What follows belongs to an exercise in optimizing a design on an open flow for small area; a production flow would make more cautious choices.
Power is estimated from default activity; no workload was simulated.

== job 4322 ==
==> flow/design.v <==
module PlotSignal (
  input  wire Clock,
  input  wire Reset_n,
  output wire [7:0]  X,
  output wire [7:0]  Y,
  output wire        WR,
  output wire [11:0] RGB,
  input  wire [8:0]  DISP_VMRK1,
  input  wire [8:0]  DISP_VMRK2,
  input  wire [8:0]  DISP_HMRK1,
  input  wire [8:0]  DISP_HMRK2,
  input  wire [1:0]  INPUT_SELECT,
  output wire [8:0]  ADC1_RDO_Add,     
  output wire        ADC1_RDO_Req,     
  input  wire        ADC1_RDO_Ack,     
  input  wire [13:0] ADC1_RDO_Q,       
  output wire        ADC1_RDO_Done,    
  input  wire [0:0]  ADC1_TDiv,        
  input  wire [1:0]  ADC1_VDiv,        
  input  wire [7:0]  ADC1_VShift,      
  input  wire [13:0] ADC1_TRG_LVL,     
  output wire [8:0]  ADC2_RDO_Add,     
  output wire        ADC2_RDO_Req,     
  input  wire        ADC2_RDO_Ack,     
  input  wire [13:0] ADC2_RDO_Q,       
  output wire        ADC2_RDO_Done,    
  input  wire [0:0]  ADC2_TDiv,        
  input  wire [1:0]  ADC2_VDiv,        
  input  wire [7:0]  ADC2_VShift,      
  input  wire [13:0] ADC2_TRG_LVL,     
  output wire [8:0]  DIG1_RDO_Add,     
  output wire        DIG1_RDO_Req,     
  input  wire        DIG1_RDO_Ack,     
  input  wire [0:0]  DIG1_RDO_Q,       
  output wire        DIG1_RDO_Done,    
  input  wire [0:0]  DIG1_TDiv,        
  input  wire [7:0]  DIG1_VShift,      
  output wire [8:0]  DIG2_RDO_Add,     
  output wire        DIG2_RDO_Req,     
  input  wire        DIG2_RDO_Ack,     
  input  wire [0:0]  DIG2_RDO_Q,       
  output wire        DIG2_RDO_Done,    
  input  wire [0:0]  DIG2_TDiv,        
  input  wire [7:0]  DIG2_VShift,      
  output wire [8:0]  DIG3_RDO_Add,     
  output wire        DIG3_RDO_Req,     
  input  wire        DIG3_RDO_Ack,     
  input  wire [0:0]  DIG3_RDO_Q,       
  output wire        DIG3_RDO_Done,    
  input  wire [0:0]  DIG3_TDiv,        
  input  wire [7:0]  DIG3_VShift,      
  output wire [8:0]  DIG4_RDO_Add,     
  output wire        DIG4_RDO_Req,     
  input  wire        DIG4_RDO_Ack,     
  input  wire [0:0]  DIG4_RDO_Q,       
  output wire        DIG4_RDO_Done,    
  input  wire [0:0]  DIG4_TDiv,        
  input  wire [7:0]  DIG4_VShift       
);
  reg [7:0] col;
  reg [6:0] row;
  reg       adc, dig;
  wire row_end = &row[6:3];                
  wire col_end = col[7] & (&col[4:0]);     
  wire eoc     = row_end | col_end;
  wire [7:0] col_inc = col + 8'd1;
  wire       keep  = ~eoc | (INPUT_SELECT[1] & INPUT_SELECT[0]);
  wire [6:0] row_n = row_end ? 7'd0 : row + 7'd1;
  wire [7:0] col_n = ~row_end ? col : col_end ? 8'd0 : col_inc;
  wire       adc_n = keep ? adc : ~INPUT_SELECT[0];
  wire       dig_n = keep ? dig : INPUT_SELECT[1] | INPUT_SELECT[0];
  wire mix = adc & dig;
  assign X  = col;
  assign Y  = {1'b0, row};
  assign WR = 1'b1;
  wire [7:0] add0 = col;
  wire [7:0] add1 = {col[6:0], 1'b1};
  assign ADC1_RDO_Req  = adc;
  assign ADC2_RDO_Req  = adc;
  assign DIG1_RDO_Req  = dig;
  assign DIG2_RDO_Req  = dig;
  assign DIG3_RDO_Req  = dig;
  assign DIG4_RDO_Req  = dig;
  assign ADC1_RDO_Done = adc & eoc;
  assign ADC2_RDO_Done = adc & eoc;
  assign DIG1_RDO_Done = dig & eoc;
  assign DIG2_RDO_Done = dig & eoc;
  assign DIG3_RDO_Done = dig & eoc;
  assign DIG4_RDO_Done = dig & eoc;
  assign ADC1_RDO_Add  = {1'b0, {8{adc}} & (ADC1_TDiv ? add1 : add0)};
  assign ADC2_RDO_Add  = {1'b0, {8{adc}} & (ADC2_TDiv ? add1 : add0)};
  assign DIG1_RDO_Add  = {1'b0, {8{dig}} & (DIG1_TDiv ? add1 : add0)};
  assign DIG2_RDO_Add  = {1'b0, {8{dig}} & (DIG2_TDiv ? add1 : add0)};
  assign DIG3_RDO_Add  = {1'b0, {8{dig}} & (DIG3_TDiv ? add1 : add0)};
  assign DIG4_RDO_Add  = {1'b0, {8{dig}} & (DIG4_TDiv ? add1 : add0)};
  wire grid = col == 8'd20 || col == 8'd50 || col == 8'd80 || col == 8'd110
           || col == 8'd140 || row == 7'd30 || row == 7'd60 || row == 7'd90;
  wire [6:0] hrow = 7'd121 - row;           
  wire mrk = {1'b0, col_inc} == DISP_VMRK1 || {1'b0, col_inc} == DISP_VMRK2
          || {2'b0, hrow} == DISP_HMRK1 || {2'b0, hrow} == DISP_HMRK2;
  function [7:0] vsh(input [13:0] q, input [1:0] v);
    case (v)
      2'd0: vsh = q[13:6];
      2'd1: vsh = {1'b0, q[13:7]};
      2'd2: vsh = {2'b0, q[13:8]};
      default: vsh = {3'b0, q[13:9]};
    endcase
  endfunction
  function [8:0] kofs(input [1:0] v, input m, input [8:0] k0, input [8:0] k1,
                      input [8:0] k2, input [8:0] k3, input [8:0] off);
    case (v)
      2'd0: kofs = (m ? off : 9'd0) - k0;
      2'd1: kofs = (m ? off : 9'd0) - k1;
      2'd2: kofs = (m ? off : 9'd0) - k2;
      default: kofs = (m ? off : 9'd0) - k3;
    endcase
  endfunction
  wire [8:0] p1 = {1'b0, ADC1_VShift} - {2'b0, row};
  wire [8:0] p2 = {1'b0, ADC2_VShift} - {2'b0, row};
  wire [7:0] s1 = vsh(ADC1_RDO_Q,   ADC1_VDiv);
  wire [7:0] t1 = vsh(ADC1_TRG_LVL, ADC1_VDiv);
  wire [7:0] s2 = vsh(ADC2_RDO_Q,   ADC2_VDiv);
  wire [7:0] t2 = vsh(ADC2_TRG_LVL, ADC2_VDiv);
  wire zero_at_row = ~dig & (row == 7'd0);
  wire q1z = ADC1_RDO_Q == 14'd0;
  wire q2z = ADC2_RDO_Q == 14'd0;
  wire a1_hit = q1z ? zero_at_row : (p1 - {1'b0, s1}) ==
                kofs(ADC1_VDiv, dig, 9'd37, -9'd27, -9'd59, -9'd75, 9'd15);
  wire t1_hit = q1z ? zero_at_row : (p1 - {1'b0, t1}) ==
                kofs(ADC1_VDiv, dig, 9'd50, -9'd20, -9'd55, -9'd73, 9'd15);
  wire a2_hit = q2z ? zero_at_row : (p2 - {1'b0, s2}) ==
                kofs(ADC2_VDiv, dig, 9'd98, 9'd34, 9'd2, -9'd14, 9'd45);
  wire t2_hit = q2z ? zero_at_row : (p2 - {1'b0, t2}) ==
                kofs(ADC2_VDiv, dig, 9'd111, 9'd40, 9'd5, -9'd13, 9'd45);
  wire a1  = adc & ADC1_RDO_Ack & a1_hit;
  wire a2  = adc & ADC2_RDO_Ack & a2_hit;
  wire trg = adc & (col[7:1] == 7'd0) & (t1_hit | t2_hit);
  function dhit(input [7:0] vs, input [6:0] r, input [6:0] c);
    dhit = {1'b0, vs} == {2'b0, r} + {2'b0, c};
  endfunction
  wire d1 = dig & DIG1_RDO_Ack & dhit(DIG1_VShift, row,
              adc ? (DIG1_RDO_Q ? 7'd50 : 7'd45) : (DIG1_RDO_Q ? 7'd110 : 7'd100));
  wire d2 = dig & DIG2_RDO_Ack & dhit(DIG2_VShift, row,
              adc ? (DIG2_RDO_Q ? 7'd40 : 7'd35) : (DIG2_RDO_Q ? 7'd80 : 7'd70));
  wire d3 = dig & DIG3_RDO_Ack & dhit(DIG3_VShift, row,
              adc ? (DIG3_RDO_Q ? 7'd25 : 7'd20) : (DIG3_RDO_Q ? 7'd50 : 7'd40));
  wire d4 = dig & DIG4_RDO_Ack & dhit(DIG4_VShift, row,
              adc ? (DIG4_RDO_Q ? 7'd15 : 7'd10) : (DIG4_RDO_Q ? 7'd20 : 7'd10));
  reg [2:0] bgr;
  always @* begin
    if (trg)      bgr = 3'b011;
    else if (mrk) bgr = 3'b110;
    else if (d4)  bgr = 3'b101;
    else if (d3)  bgr = 3'b111;
    else if (d2)  bgr = 3'b100;
    else if (d1)  bgr = 3'b001;
    else if (a2)  bgr = 3'b100;
    else if (a1)  bgr = 3'b001;
    else if (grid) bgr = 3'b010;
    else          bgr = 3'b000;
  end
  assign RGB = {{4{bgr[2]}}, {4{bgr[1]}}, {4{bgr[0]}}};
  always @(posedge Clock or negedge Reset_n) begin
    if (!Reset_n) begin
      col <= 8'd0;
      row <= 7'd0;
      adc <= 1'b1;
      dig <= 1'b0;
    end else begin
      col <= col_n;
      row <= row_n;
      adc <= adc_n;
      dig <= dig_n;
    end
  end
endmodule
export LEC_CHECK = 0
export CAP_MARGIN = 20
export CORE_MARGIN = 2
export CORE_UTILIZATION = 40
export PLACE_DENSITY = 0.6
export SLEW_MARGIN = 20
create_clock -name core_clock -period 15.0 [get_ports {Clock}]
standard.sh (not shown) runs the stock make flow with config.mk's settings and CLKGATE_MAP_FILE= SYNTH_SCRIPT=/design/flow/synth_recipe.tcl, a recipe that flattens the netlist after the stock synthesis.
==> flow/flow/run.sh <==
#!/bin/bash
# Layout flow: the standard synthesis, then the combinational logic of its netlist
# re-mapped for area (registers and tie cells kept as the standard synthesis made them),
# then the standard layout with the port buffers made of the smallest buffer cell.
set -euo pipefail
here=$(pwd)
res=$here/orfs/results/$FLOW_PLATFORM/PlotSignal/base
yosys_bin=$FLOW_HOME/../tools/install/yosys/bin/yosys
[[ -x $yosys_bin ]] || yosys_bin=$(command -v yosys)

# 1. standard synthesis (netlist only)
bash standard.sh "$res/1_2_yosys.v" > synth_std.log 2>&1
cp "$res/1_2_yosys.v" "$here/synth_std.v"

# 2. area re-mapping of the combinational logic
RESYN_LIB=$FLOW_HOME/platforms/$FLOW_PLATFORM/lib/sky130_fd_sc_hd__tt_025C_1v80.lib \
RESYN_IN=$here/synth_std.v RESYN_TOP=$FLOW_TOP RESYN_ABC=$here/flow/resyn.abc \
RESYN_STAT=$here/resynth_stat.txt RESYN_OUT=$here/synth_resyn.v \
  "$yosys_bin" -c "$here/flow/resynth.tcl" > resynth.log 2>&1
cp "$here/synth_resyn.v" "$res/1_2_yosys.v"
touch "$res/1_2_yosys.v"

# 3. standard layout from that netlist
export BUFFER_PORTS_ARGS="-buffer_cell sky130_fd_sc_hd__buf_1"
bash standard.sh > layout.log 2>&1
==> flow/flow/resyn.abc <==
strash; &get -n; &deepsyn -T 60; &put; &get -n; &dch -f; &nf -R 1000; &put
==> flow/flow/resynth.tcl <==
# Re-map the combinational logic of the standard synthesis netlist for area.
# Registers (and tie cells) are kept as they are: same instances, names and cell types.
yosys -import
set lib $::env(RESYN_LIB)
read_liberty -ignore_miss_func $lib
read_verilog $::env(RESYN_IN)
hierarchy -top $::env(RESYN_TOP)
setattr -mod -set keep_hierarchy 1 sky130_fd_sc_hd__df* sky130_fd_sc_hd__conb_*
flatten
delete t:\$scopeinfo
opt_clean -purge
abc -script $::env(RESYN_ABC) -liberty $lib -dont_use *lpflow* -dont_use *probe*
opt_clean -purge
setundef -zero
splitnets
opt_clean -purge
hilomap -singleton -hicell sky130_fd_sc_hd__conb_1 HI -locell sky130_fd_sc_hd__conb_1 LO
insbuf -buf sky130_fd_sc_hd__buf_4 A X
opt_clean -purge
select -module $::env(RESYN_TOP)
tee -o $::env(RESYN_STAT) stat -liberty $lib
select -clear
blackbox sky130_fd_sc_hd__*

write_verilog -noattr -nohex -nodec $::env(RESYN_OUT)
Job 4322 finished end to end and its layout was clean on timing, DRC and antenna.
The inputs of job 9382 differ from those of job 4322 as listed below.
==> flow/flow/run.sh <==
#!/bin/bash
set -euo pipefail
export BUFFER_PORTS_ARGS="-buffer_cell sky130_fd_sc_hd__buf_1"
bash standard.sh > standard.log 2>&1
removed: flow/flow/resyn.abc
removed: flow/flow/resynth.tcl
Notes after the runs:
- Job 4322 finished all stages; the layout is clean.
- The flow did not stop early for job 9382: all stages ran, and the layout cleared the timing, design-rule and antenna checks.
- Met3 global-route usage in job 9382 vs job 4322: up 0.35 points
- Sort job 9382 and job 4322 by slew at the pin closest to its max-slew limit asc -> top: job 4322
- Any difference in clock insertion delay at the later pin of the skew report between job 9382 and job 4322 is small enough to ignore.
- Diff job 4322 -> job 9382 | synthesized cell count | increase of 27%
- Compared to job 4322, job 9382 leaves more free space in the core.
- Taking job 4322 as the reference point, the horizontal die dimension of job 9382 rises by about 18%.
- Going from job 4322 to job 9382, clock share of power fell by 5.6 points, count of fill cells added during filler insertion moved up.
Function was not checked in any run of this note: the RTL went through the layout flow alone.

## afterwards: timing with drivers on the ports
The results above use ideal ports. As a check the final layouts listed here were re-extracted and re-timed, cells and wires unchanged. Step 1 (the two cells are an assumption about what drives the block):
set clk [get_ports {Clock}]
set_driving_cell -lib_cell sky130_fd_sc_hd__clkbuf_16 $clk
set_driving_cell -lib_cell sky130_fd_sc_hd__buf_2 [delete_from_list [all_inputs] $clk]
Step 2, shift: input delay + t, output delay - t, t = (earliest + latest rising clock arrival at the registers) / 2. This alone moves slack from input paths to output paths. Three values: no drivers, after step 1, after step 2; two values: the first two.
| run | shift t [ns] | setup WS [ns] | clock arrival spread, ns | slew at the worst register clock pin (ns) |
|---|---|---|---|---|
| job 4322 | 0.275 | 3.821 / 3.791 / 3.791 | 0.002 / 0.002 | 0.05 / 0.05 |
| job 9382 | 0.278 | 4.521 / 4.491 / 4.491 | 0.004 / 0.003 | 0.05 / 0.05 |
After both steps setup and hold are still met in every run listed.
